Context: an optimization exercise on an open-source flow, tuned for small area. The choices shown serve that exercise and are no tape-out recipe. The RTL was checked by simulation tests, not by an equivalence proof against the original design. No activity file was given, so power comes from the tool's default toggle rates.

<file path="flow/config.mk">
export PLATFORM = sky130hd
export DESIGN_NAME = top
export DESIGN_NICKNAME = top
export VERILOG_FILES = /design/flow/design.v
export SDC_FILE = /design/flow/constraint.sdc
export NUM_CORES = 4
export LEC_CHECK = 0
export CAP_MARGIN = 20
export CORE_MARGIN = 2
export CORE_UTILIZATION = 40
export SLEW_MARGIN = 20
</file>
<file path="flow/constraint.sdc">
create_clock -name core_clock -period 10.0 [get_ports {clk}]
set_input_delay 2.0000 -clock core_clock [delete_from_list [all_inputs] [get_ports {clk}]]
set_output_delay 2.0000 -clock core_clock [all_outputs]
set_load 0.01 [all_outputs]
</file>
<file path="flow/design.v">
module top(
    input  wire clk, reset, raw_up, raw_down, raw_left, raw_right, raw_attack,
    output wire Hsync, Vsync,
    output wire [3:0] vgaRed,
    output wire [3:0] vgaGreen,
    output wire [3:0] vgaBlue,
    output wire [14:0] lives,
    output wire [3:0] an,
    output wire [6:0] seg
);
    localparam [35:0] SHIPS = 36'b000000000111111010000010110010000010;
    reg [1:0] p;             
    reg [2:0] hb;            
    reg [3:0] ha;            
    reg [3:0] hc;            
    reg [6:0] vr;            
    reg [2:0] vc;            
    reg [2:0] r7;            
    reg hs, vs;
    wire pix   = (p == 2'd0);
    wire hb_w  = (hb == 3'd4);
    wire ha_w  = (ha == 4'd15);
    wire h_end = hb_w && ha_w && (hc == 4'd9);
    wire v_end = (vc == 3'd6) && (vr == 7'd44);
    wire vr_w  = (vr == 7'd79) || v_end;
    always @(posedge clk) begin
        if (reset) begin
            p <= 2'd0; hb <= 3'd0; ha <= 4'd0; hc <= 4'd0;
            vr <= 7'd0; vc <= 3'd0; r7 <= 3'd0; hs <= 1'b0; vs <= 1'b0;
        end else begin
            p  <= p + 2'd1;
            r7 <= (r7 == 3'd6) ? 3'd0 : r7 + 3'd1;
            if (pix) begin
                hb <= hb_w ? 3'd0 : hb + 3'd1;
                if (hb_w) begin
                    ha <= ha + 4'd1;
                    if (ha_w) hc <= (hc == 4'd9) ? 4'd0 : hc + 4'd1;
                end
                if (h_end) begin
                    vr <= vr_w ? 7'd0 : vr + 7'd1;
                    if (vr_w) vc <= v_end ? 3'd0 : vc + 3'd1;
                end
            end
            hs <= ((hc == 4'd8) && ((ha > 4'd3) || (ha == 4'd3 && hb != 3'd0))) ||
                  ((hc == 4'd9) && ((ha < 4'd6) || (ha == 4'd6 && hb <= 3'd1)));
            vs <= (vc == 3'd6) && (vr == 7'd33 || vr == 7'd34);
        end
    end
    wire game_tick = (p == 2'd3) && (hb == 3'd0) &&
                     (((ha == 4'd4)  && (hc == 4'd1 || hc == 4'd6)) ||
                      ((ha == 4'd12) && (hc == 4'd3 || hc == 4'd8)));
    wire refresh_tick = (r7 == 3'd6) &&
                        (((p == 2'd0) && (hb == 3'd1)) || ((p == 2'd2) && (hb == 3'd4)));
    wire [4:0] raw = {raw_attack, raw_right, raw_left, raw_down, raw_up};
    reg  [1:0] db [0:4];
    wire [4:0] btn;
    genvar gi;
    generate
        for (gi = 0; gi < 5; gi = gi + 1) begin : g_db
            always @(posedge clk) begin
                if (reset) db[gi] <= 2'd0;
                else if (refresh_tick) begin
                    case (db[gi])
                        2'd0: if (raw[gi]) db[gi] <= 2'd1;
                        2'd1: if (raw[gi]) db[gi] <= 2'd2;
                        2'd2: if (!raw[gi]) db[gi] <= 2'd0;
                        default: db[gi] <= 2'd0;
                    endcase
                end
            end
            assign btn[gi] = (db[gi] == 2'd2);
        end
    endgenerate
    wire up = btn[0], down = btn[1], left = btn[2], right = btn[3], attack = btn[4];
    reg [2:0] x, y, dx, dy;     
    reg [35:0] att;             
    reg [3:0] miss;             
    wire alive = (miss != 4'd15);
    wire [5:0] dcell = dy * 3'd6 + dx;
    wire [35:0] dsel = 36'd1 << dcell;
    wire dship = |(SHIPS & dsel);
    always @(posedge clk) begin
        if (reset) begin
            x <= 3'd0; y <= 3'd0; dx <= 3'd0; dy <= 3'd0;
            att <= 36'd0; miss <= 4'd0;
        end else if (game_tick) begin
            dx <= x; dy <= y;
            if (down && y < 3'd5) y <= y + 3'd1;
            else if (up && y > 3'd0) y <= y - 3'd1;
            if (right && x < 3'd5) x <= x + 3'd1;
            else if (left && x > 3'd0) x <= x - 3'd1;
            if (attack && alive) begin
                att <= att | dsel;
                if (!dship) miss <= miss + 4'd1;
            end
        end
    end
    genvar li;
    generate
        for (li = 0; li < 15; li = li + 1) begin : g_lives
            assign lives[li] = (miss <= li);
        end
    endgenerate
    reg seg_blank, seg_nwin;
    wire win = &(att | ~SHIPS);
    always @(posedge clk) begin
        if (reset) begin
            seg_blank <= 1'b1; seg_nwin <= 1'b1;
        end else if (refresh_tick) begin
            seg_blank <= !win && alive;
            seg_nwin  <= !win;
        end
    end
    assign seg = {1'b1, {3{seg_blank}}, {3{seg_nwin}}};
    assign an  = 4'b1110;
    wire active = (hc < 4'd6) && (vc < 3'd6);
    wire [5:0] pcell = vc * 3'd6 + hc[2:0];
    wire p_att  = att[pcell];
    wire p_ship = SHIPS[pcell];
    wire p_cur  = (hc[2:0] == dx) && (vc == dy);
    wire red    = active && (p_cur || (p_att && !p_ship));
    wire green  = active && (p_cur || (p_att && p_ship));
    assign vgaRed   = {4{red}};
    assign vgaGreen = {4{green}};
    assign vgaBlue  = 4'd0;
    assign Hsync = hs;
    assign Vsync = vs;
endmodule
</file>
<file path="flow/run.sh">
#!/bin/bash
# synth_recipe.tcl (not shown) runs the flow's synth.tcl, then flattens the netlist and writes it again
# the make line also repeats each setting of config.mk as NAME=value (left out here)
make -C /OpenROAD-flow-scripts/flow DESIGN_CONFIG=/design/flow/config.mk WORK_HOME=/design/flow/orfs CLKGATE_MAP_FILE= SYNTH_SCRIPT=/design/flow/synth_recipe.tcl finish
</file>
==> flow_summary.toml <==
[status]
status = "complete, no violations"

[setup_path]
critical_path_class = "flop to primary output"
crit_arrival_ps = 3830
cp-end-kind = "primary output"
start_kind = "flop"
crit_fanout = 6
worstPathRequired_ps = 8000

[synthesis]
postSynthAreaPerCell_um2 = 8.48
synth_area_leaders = "dfxtp_1, nor2_1, ha_1"
ys_ff_latch = 92
synthCells = 651
ys.flop_type = "dfxtp_1"
synth_edf_count = 0
synth_area_um2 = 5520
synth_most_common_cell = "nor2_1"
ys_seq_area_frac = 0.334
synth_largest_area_cell = "dfxtp_1"
synthArstFlopShare = 0
synth_common_cells = "nor2_1, dfxtp_1, a21oi_1"
synth_top_area_share = 0.334
netlist-cell-type-count = 72
yosysWarnings = 2

[route]
detail-route-antenna-nets = 0
dr.pass1.iters = 4
via_per_inst = 5.31
drt_iter0_markers = 229
wirelength_mm = 11.7
wire_per_inst_um = 14.1
route.detailed.drc = 0
vias = 4420

[job]
cap_viol_max_count = 0

[floorplan]
coreArea_um2 = 13300
rows = 42
fp.dieH_um = 121
die_w_um = 121
initial_utilization = 0.414
die-area_um2 = 14800
pin_count = 47

[placement]
place_area_um2 = 5830
place.gp.congestion = 0.838
post-dp-hpwl_mm = 8.60
port_buffers = 37

[layout]
final_util = 0.463
stdcell_area_um2 = 6170
antenna_cells = 0
drive_above_1_share = 0.0747
layout.nets = 695
syn_to_final_growth_pct = 11.8

[clock_tree]
cts_root_buffer = "clkbuf_16"
cts.sinks = 92
clock_latency_ps = 340
cts_tree = "built"
cts_resized = 0
numCtsBuffers = 9
hold_buffers = 0
path_clk_slew_ps = 60
cts_setup_buffers = 0
htree_levels = 3
cts_buffer_depth = 2

[global_route]
busiest_layer = "met2"
grtUsageMet3 = 0.0437
grt_use_met2 = 0.282
grtUsageMet1 = 0.219
overflow = 0
grt_pass1_vias = 4107
antenna_found_initial = 0
track_usage = 0.170
grt_max_degree = 89
grt_pass1_wl_mm = 20.0

[timing]
worstMarginPinSlew_ps = 880
whs_ps = 444
setup_viol = 0
rsz0062_at_grt = "false"
max_slew_margin = 0.414
hold_violations = 0
fin_setup_tns_ps = 0
fmax_mhz = 171
period_share = 0.583
fin_skew_ps = 7.64
timing.final.crit_period_ps = 5830
slew_viol_final = 0

[power]
leakagePower_nw = 2.27
powerDensity_nw_per_um2 = 128
peakVddDrop_uv = 125

[min_path]
hp-class = "flop to flop"
## final timing paths
check,depth (start not counted),to,start,slack [ps]
max,11,vgaRed[1],vc[0]$_SDFFE_PP0P_,4170
max reg2reg,9,miss[0]$_SDFFE_PP0P_,dy[0]$_SDFFE_PP0P_,6900
min reg2reg,1,p[0]$_SDFF_PP0_,p[0]$_SDFF_PP0_,440
min,1,p[0]$_SDFF_PP0_,p[0]$_SDFF_PP0_,440
## final cells by class
class,count,area [um2]
clock buffers,9,225
multi-input cells,473,3250
inverters,36,135
clock inverters,7,123
well taps,176,220
repair buffers,39,380
flip-flops and latches,92,1840
fillers,1317,7170
## kinds of logic after synthesis
kind of cell,synth area share
XOR/XNOR,0.0558
flip-flops,0.334
adder cells (fa/ha/maj),0.0920
AO/OA/AOI/OAI,0.151
buffers and inverters,0.0827
AND/OR/NAND/NOR,0.220
multiplexers,0.0628
other,0.00136
## sequential cells by signal (all words and copies together) (netlist names), 3 cells and up
name	flops
att	36
db	10
dx	3
dy	3
ha	4
hb	3
hc	4
miss	4
r7	3
vc	3
vr	7
x	3
y	3
## critical path, cell delays in order (launching register included)
cell	delay [ps]
dfxtp_1	410
inv_1	100
ha_1	300
inv_1	80
fa_1	500
xnor2_1	510
mux4_2	560
inv_1	60
a32oi_1	50
o21ai_0	270
a31oi_1	130
clkdlybuf4s50_1	520
## placed cells by master (no fill, tap or decap), types with 9 or more instances in the layout
cell type	instances
xor2_1	18
ha_1	31
nand3_1	19
clkdlybuf4s50_1	36
clkbuf_16	9
dfxtp_1	92
a21oi_1	42
nand4_1	10
mux2i_1	11
nor3_1	29
nor2_1	113
o21ai_0	25
inv_1	36
xnor2_1	14
nand2_1	20
conb_1	9
nand2b_1	10
mux4_2	9
## per-layer routing
metal / up-vias / share of wire
li1: 2235 / -
met3: 11 / 0.035
met5: - / 0
met1: 2098 / 0.48
met2: 76 / 0.47
met4: 0 / 0.014
## through the flow
step / worst slack [ps] / total power (W) / cells
2_1_floorplan: 5200 / 0.000404 / 658
3_5_place_dp: 4560 / 0.000409 / 816
4_1_cts: 4170 / 0.000804 / 832
6_report: 4170 / 0.000792 / 832
3_3_place_gp: 4690 / 0.000408 / 816
5_1_grt: 3930 / 0.000821 / 832
## power by group
part	leakage [nW]	switching, W	internal [W]
Combinational	1.36	0.0000169	0.0000104
Sequential	0.742	0.00000318	0.000370
Clock	0.162	0.000146	0.000245
Total	2.27	0.000166	0.000626

separate check: timing with driven ports:
Ports are ideal in the flow. The routed layout listed here was re-timed in OpenROAD.
Step 1: set_driving_cell puts a clkbuf_16 on clk and a buf_2 on each other input, an assumption about the parent block.
Step 2 adds t to the input delays and takes it off the output delays; t is the mean of the earliest and latest rising clock arrival at the registers after step 1. Input paths then give back, and output paths get back, about the clock's delay inside the block.
Three values: ideal, step 1, step 2; two values: the first two.
t (ns): 0.379
slack for setup (ns): 4.168 / 4.128 / 4.507
worst register clock-pin slew, ns: 0.07 / 0.07
worst data-port slew with drivers (ns): 0.03
After both steps setup and hold are still met in this run. For this run, drivers alone change the setup slack by -0.040 ns; drivers and shift together by +0.339 ns.
